This is an optimization exercise on Yosys and OpenROAD, whose aim is small area, not a production implementation. Only simulation tests tie the RTL to the original design; equivalence was not proved. No activity file was given, so power comes from the tool's default toggle rates.

File: design/flow/design.v
module dpram_wbit (
  input  logic s1, a1,
  input  logic s2, a2,
  input  logic h,  q,
  output logic n
);
  assign n = ~((s1 & a1) | (s2 & a2) | (h & q));
endmodule
module dpram_rsel3 (
  input  logic a, qa,
  input  logic b, qb,
  input  logic c, qc,
  output logic n
);
  assign n = ~((a & qa) | (b & qb) | (c & qc));
endmodule
module dpram_rsel2 (
  input  logic a, qa,
  input  logic b, qb,
  output logic n
);
  assign n = ~((a & qa) | (b & qb));
endmodule
module dpram_pre3 (
  input  logic [2:0] a,
  input  logic       en,
  output logic [7:0] n
);
  always_comb
    for (int i = 0; i < 8; i++)
      n[i] = ~(en & (a == 3'(i)));
endmodule
module dpram_nor2 (
  input  logic a, b,
  output logic y
);
  assign y = ~(a | b);
endmodule
module dual_port_ram #(
  parameter DATA_WIDTH = 8,
  parameter ADDR_WIDTH = 6
)(
  input logic clk,
  input logic rst,
  input logic [DATA_WIDTH-1 : 0] data1,
  input logic [ADDR_WIDTH-1 : 0] addr1,
  input logic enable1,
  input logic [DATA_WIDTH-1 : 0] data2,
  input logic [ADDR_WIDTH-1 : 0] addr2,
  input logic enable2,
  output logic [DATA_WIDTH-1 : 0] q1,
  output logic [DATA_WIDTH-1 : 0] q2
);
  localparam DEPTH = 64;
  localparam N3 = 20;           
  logic [DATA_WIDTH-1 : 0] ram [0 : DEPTH-1];
  logic [DATA_WIDTH-1 : 0] ram_n [0 : DEPTH-1];
  logic we1, we2, nrst;
  assign nrst = ~rst;
  assign we2  = enable2 & nrst;
  assign we1  = enable1 & nrst & ~(enable2 & (addr1 == addr2));
  logic [7:0] lo1_n, lo2_n, rhi1_n, rhi2_n, whi1_n, whi2_n;
  dpram_pre3 u_lo1  (.a(addr1[2:0]), .en(1'b1), .n(lo1_n));
  dpram_pre3 u_lo2  (.a(addr2[2:0]), .en(1'b1), .n(lo2_n));
  dpram_pre3 u_rhi1 (.a(addr1[5:3]), .en(1'b1), .n(rhi1_n));
  dpram_pre3 u_rhi2 (.a(addr2[5:3]), .en(1'b1), .n(rhi2_n));
  dpram_pre3 u_whi1 (.a(addr1[5:3]), .en(we1),  .n(whi1_n));
  dpram_pre3 u_whi2 (.a(addr2[5:3]), .en(we2),  .n(whi2_n));
  logic [DEPTH-1:0] r1, r2, s1, s2, h;
  for (genvar w = 0; w < DEPTH; w++) begin : g_line
    dpram_nor2 u_r1 (.a(rhi1_n[w/8]), .b(lo1_n[w%8]), .y(r1[w]));
    dpram_nor2 u_r2 (.a(rhi2_n[w/8]), .b(lo2_n[w%8]), .y(r2[w]));
    dpram_nor2 u_s1 (.a(whi1_n[w/8]), .b(lo1_n[w%8]), .y(s1[w]));
    dpram_nor2 u_s2 (.a(whi2_n[w/8]), .b(lo2_n[w%8]), .y(s2[w]));
    dpram_nor2 u_h  (.a(s1[w]),       .b(s2[w]),      .y(h[w]));
  end
  logic ph;
  always_ff @(posedge clk) begin
    if (ph) ph <= 1'b0;
    else    ph <= 1'b1;
  end
  logic [DATA_WIDTH-1:0] a1, a2;
  assign a1 = data1 ^ {DATA_WIDTH{ph}};
  assign a2 = data2 ^ {DATA_WIDTH{ph}};
  for (genvar w = 0; w < DEPTH; w++) begin : g_word
    for (genvar b = 0; b < DATA_WIDTH; b++) begin : g_bit
      dpram_wbit u_wbit (
        .s1(s1[w]), .a1(a1[b]),
        .s2(s2[w]), .a2(a2[b]),
        .h(h[w]),   .q(ram[w][b]),
        .n(ram_n[w][b])
      );
    end
  end
  always_ff @(posedge clk) begin
    for (int w = 0; w < DEPTH; w++)
      ram[w] <= ram_n[w];
  end
  logic [DATA_WIDTH-1:0] g1 [0 : N3+1];
  logic [DATA_WIDTH-1:0] g2 [0 : N3+1];
  for (genvar b = 0; b < DATA_WIDTH; b++) begin : g_rbit
    for (genvar g = 0; g < N3; g++) begin : g_grp
      dpram_rsel3 u_r1 (
        .a(r1[3*g]),   .qa(ram[3*g][b]),
        .b(r1[3*g+1]), .qb(ram[3*g+1][b]),
        .c(r1[3*g+2]), .qc(ram[3*g+2][b]),
        .n(g1[g][b])
      );
      dpram_rsel3 u_r2 (
        .a(r2[3*g]),   .qa(ram[3*g][b]),
        .b(r2[3*g+1]), .qb(ram[3*g+1][b]),
        .c(r2[3*g+2]), .qc(ram[3*g+2][b]),
        .n(g2[g][b])
      );
    end
    for (genvar g = 0; g < 2; g++) begin : g_grp2
      dpram_rsel2 u_r1 (
        .a(r1[3*N3+2*g]),   .qa(ram[3*N3+2*g][b]),
        .b(r1[3*N3+2*g+1]), .qb(ram[3*N3+2*g+1][b]),
        .n(g1[N3+g][b])
      );
      dpram_rsel2 u_r2 (
        .a(r2[3*N3+2*g]),   .qa(ram[3*N3+2*g][b]),
        .b(r2[3*N3+2*g+1]), .qb(ram[3*N3+2*g+1][b]),
        .n(g2[N3+g][b])
      );
    end
  end
  logic [DATA_WIDTH-1:0] rd1, rd2;
  always_comb begin
    rd1 = '1;
    rd2 = '1;
    for (int g = 0; g < N3+2; g++) begin
      rd1 = rd1 & g1[g];
      rd2 = rd2 & g2[g];
    end
    rd1 = ~rd1 ^ {DATA_WIDTH{ph}};
    rd2 = ~rd2 ^ {DATA_WIDTH{ph}};
  end
  always_ff @(posedge clk) begin
    if (rst) begin
      q1 <= '0;
      q2 <= '0;
    end else begin
      if (!enable1) q1 <= rd1;
      if (!enable2) q2 <= rd2;
    end
  end
endmodule
File: design/flow/run.sh
#!/bin/bash
# synth_recipe.tcl (not shown) runs the flow's synth.tcl, then flattens the netlist and writes it again
# the make line also repeats each setting of config.mk as NAME=value (left out here)
make -C /OpenROAD-flow-scripts/flow DESIGN_CONFIG=/design/flow/config.mk WORK_HOME=/design/flow/orfs CLKGATE_MAP_FILE= SYNTH_SCRIPT=/design/flow/synth_recipe.tcl finish
File: design/flow/config.mk
export PLATFORM = sky130hd
export DESIGN_NAME = dual_port_ram
export DESIGN_NICKNAME = dual_port_ram
export VERILOG_FILES = /design/flow/design.v
export SDC_FILE = /design/flow/constraint.sdc
export NUM_CORES = 4
export LEC_CHECK = 0
export CAP_MARGIN = 20
export CORE_MARGIN = 2
export CORE_UTILIZATION = 30
export SLEW_MARGIN = 20
export SYNTH_HIERARCHICAL = 1
export SYNTH_MINIMUM_KEEP_SIZE = 0
File: design/flow/constraint.sdc
create_clock -name core_clock -period 10.0 [get_ports {clk}]
set_input_delay 2.0000 -clock core_clock [delete_from_list [all_inputs] [get_ports {clk}]]
set_output_delay 2.0000 -clock core_clock [all_outputs]
set_load 0.01 [all_outputs]
==> impl_metrics.yaml <==
sta:
  fmax_ghz: 0.168
  max_slew.worst_pin.slew_ns: 1.25
  drv_slew: 0
  fin_skew_ns: 0.0133
  hold_violations: 0
  fin_crit_ns: 5.94
  setup_tns_ns: 0
  setup_viol_count_final: 0
  rsz0062_at_grt: "no"
  post-route-period-util: 0.594
  hold_slack_ns: 0.491
  slew_headroom: 0.168
clock_network:
  cts_tree: "yes"
  cts_buffer_depth: 3
  cts_hold_buf: 0
  cts-root-buf: "clkbuf_16"
  clkSinkCount: 529
  post_cts_buffers: 0
  cts_resized: 0
  cts_buffers: 56
  htree_levels: 2
  insertion_delay_ns: 0.63
  clk_pin_slew_ns: 0.06
routing:
  dr.pass1.iters: 17
  ant_nets: 0
  first_iter_violations: 8994
  avgViaCountPerCell: 8.14
  drc_errors: 0
  routedWlPerCell_um: 36.4
  totalWireLength_mm: 115
  dr_total_vias: 25810
layout:
  final_cells: 3170
  layout-drive-gt1-share: 0.0791
  syn2layout_area_growth_pct: 18.6
  nets: 2186
  final_common_cell: "a222oi_1"
  mostFrequentLayoutCells: "a222oi_1, dfxtp_1, nor2_1, nand4_1, clkbuf_16"
yosys:
  synth_compound_area_frac: 0.399
  synth.ff_latch_count: 529
  synth.avg_cell_area_um2: 11.2
  synth-simple-area-share: 0.118
  muxShareOfSynthArea: 0
  synthFlopType: "dfxtp_1"
  synth_edf_count: 0
  async_flop_share: 0
  synth_area_leaders: "dfxtp_1, a222oi_1, nor2_1"
  netlist_instances: 1993
  synth_top_area_frac: 0.472
  syn_area_mm2: 0.0224
  synth_warnings: 13
  synth_top_family_by_area: "compound AO/OA/AOI/OAI gates"
  synth_cell_types: 24
  yosysTopAreaCell: "dfxtp_1"
  yosys.area_share.xor_xnor: 0.00860
  ys_seq_area_frac: 0.472
  synthAdderAreaFrac: 0
worst_setup_path:
  max_stage_delay_ns: 0.90
  reg2reg_from: "ph"
  worst-path-buf-inv: 1
  end_kind: "flop"
  crit_path_frequent_cell: "or4_1"
  critPathLaunchType: "input pin"
  worstSetupPathType: "input pin to flop"
  crit_path_top_delay_cell: "a222oi_1"
  cp-startpoint: "addr1[4]"
  path_delay_family: "simple AND/OR/NAND/NOR gates"
  path_cells: "clkdlybuf4s50_1, nand4b_1, nor2_1, a222oi_1, nand4_1, or4_1, or4_1, o2111ai_1"
  arrival_ns: 6.47
  path_max_fanout: 17
  cp.required_ns: 10.54
floorplanning:
  dieArea_mm2: 0.0769
  die_h_um: 277
  core-area_mm2: 0.0742
  ios: 48
  die_w_um: 277
  start_util: 0.302
  rows: 100
placed_design:
  place_hpwl_mm: 71.2
  gp_congestion: 1.00
  portBuffers: 47
  dp.cells: 3065
status:
  status: "complete, no violations"
power:
  power_density_mw_per_mm2: 200
  power_switching_mw: 1.48
  p_int_mw: 3.83
  peakVddDrop_mv: 0.124
  clockPowerShare: 0.403
  swShare: 0.278
  power_frac_seq: 0.505
  p_leak_nw: 8.38
  combPwrFrac: 0.092
min_path:
  worstHoldStart: "ram[37][0]"
  hold_path.class: "flop to flop"
global_routing:
  grt_max_degree: 65
  grt.total_usage: 0.280
  grt_pass1_vias: 23621
  use_met2: 0.429
  antenna_found_initial: 4
  grtUsageMet3: 0.0703
  grtUsageMet1: 0.352
  grt_first_pass_wirelength_mm: 163
  grt-ovfl-total: 0
  top_usage_layer: "met2"
flow_run:
  maxCapViolCount: 0
## area by class of cell
type	count	area, µm²
clock buffer	82	1610
antenna	1	2.50
inverter	1	3.75
timing repair buffer	80	718
sequential	529	10600
multi-input combinational	1486	12200
clock inverter	22	244
fill	7266	47600
tap	969	1210
## per-module statistics from Yosys (local to each module, per instance)
module	flip-flops and latches	cells inside	copies in the design	cell area, µm²
dpram_wbit	0	1	512	10.0
dual_port_ram	529	761	1	12000
dpram_nor2	0	1	320	3.75
dpram_pre3	0	8	6	76.3
dpram_rsel2	0	1	32	12.5
dpram_rsel3	0	1	320	10.0
## path summary, 6_finish.rpt
check | slack [ns] | to | cells past startpoint
min | 0.49 | ram[37][0] | 1
min reg2reg | 0.49 | ram[37][0] | 1
max reg2reg | 6.81 | ram[62][1] | 3
max | 4.06 | q1[1] | 8
## cells by family (layout without fill, tap and decap cells)
kind of cell	Yosys count	count (layout)
compound gates	896	896
simple gates	536	536
flops	529	529
xor+xnor	22	22
buf+inv	9	185
other cells	1	33
## cells in the mapped netlist (all sizes together) (2+ instances only)
master,instances
or3,2
dfxtp,529
a22oi,32
nand4bb,18
nand2,48
nand4,87
o21ai,16
buf,2
or4,32
clkbuf,6
nor2,320
or4b,6
nand4b,18
o2111ai,16
xor2,19
a222oi,832
nor3,2
xnor2,3
## worst reg2reg max path: stages, from the launching register on
cell	delay, ns
dfxtp_4	0.96
xor2_4	0.96
buf_4	0.81
a222oi_1	0.25
## routing by layer
layer  vias to the layer above  routed length (µm)
met5                         -                  58
met4                         8                8060
met3                       543               16500
met2                      2529               49700
met1                     12504               41100
li1                      10226                   -
## power groups by stage
stage	Clock, mW	Sequential [mW]	Combinational (mW)
floorplan	0	2.59	0.285
global placement	0	2.68	0.449
detailed placement	0	2.70	0.470
CTS	2.14	2.65	0.471
global route	2.23	2.69	0.507
finish	2.14	2.68	0.488
## through the flow
step / power, mW / setup slack, ns / utilization / instance area (µm²)
floorplan: 2.87 / 5.33 / - / 22500
global placement: 3.13 / 3.87 / 0.333 / 24700
detailed placement: 3.17 / 3.72 / 0.333 / 24700
CTS: 5.27 / 4.34 / 0.358 / 26600
global route: 5.43 / 4.03 / 0.358 / 26600
finish: 5.31 / 4.06 / 0.358 / 26600
## state kept, by name, summed over array words and instances (netlist names)
| register | cells |
|---|---|
| q2 | 8 |
| ph | 1 |
| ram | 512 |
| q1 | 8 |

[static timing again, ports no longer ideal]
How much do the figures lean on ideal ports? The routed layout below was timed once more, with nothing changed but the port constraints. Step 1 assumes that a clkbuf_16 drives the clock port and a buf_2 every other input. Step 2 adds t to the input delays and takes it off the output delays; t is the mean of the earliest and latest rising clock arrival at the registers after step 1. Input paths then give back, and output paths get back, about the clock's delay inside the block. Three values: ideal, step 1, step 2; two values: the first two.
shift t [ns]: 0.689
slack for setup (ns): 4.063 / 4.098 / 3.410
worst setup path after step 2: input to register
After both steps this run still meets setup and hold. For this run, drivers alone change the setup slack by +0.035 ns; drivers and shift together by -0.653 ns.
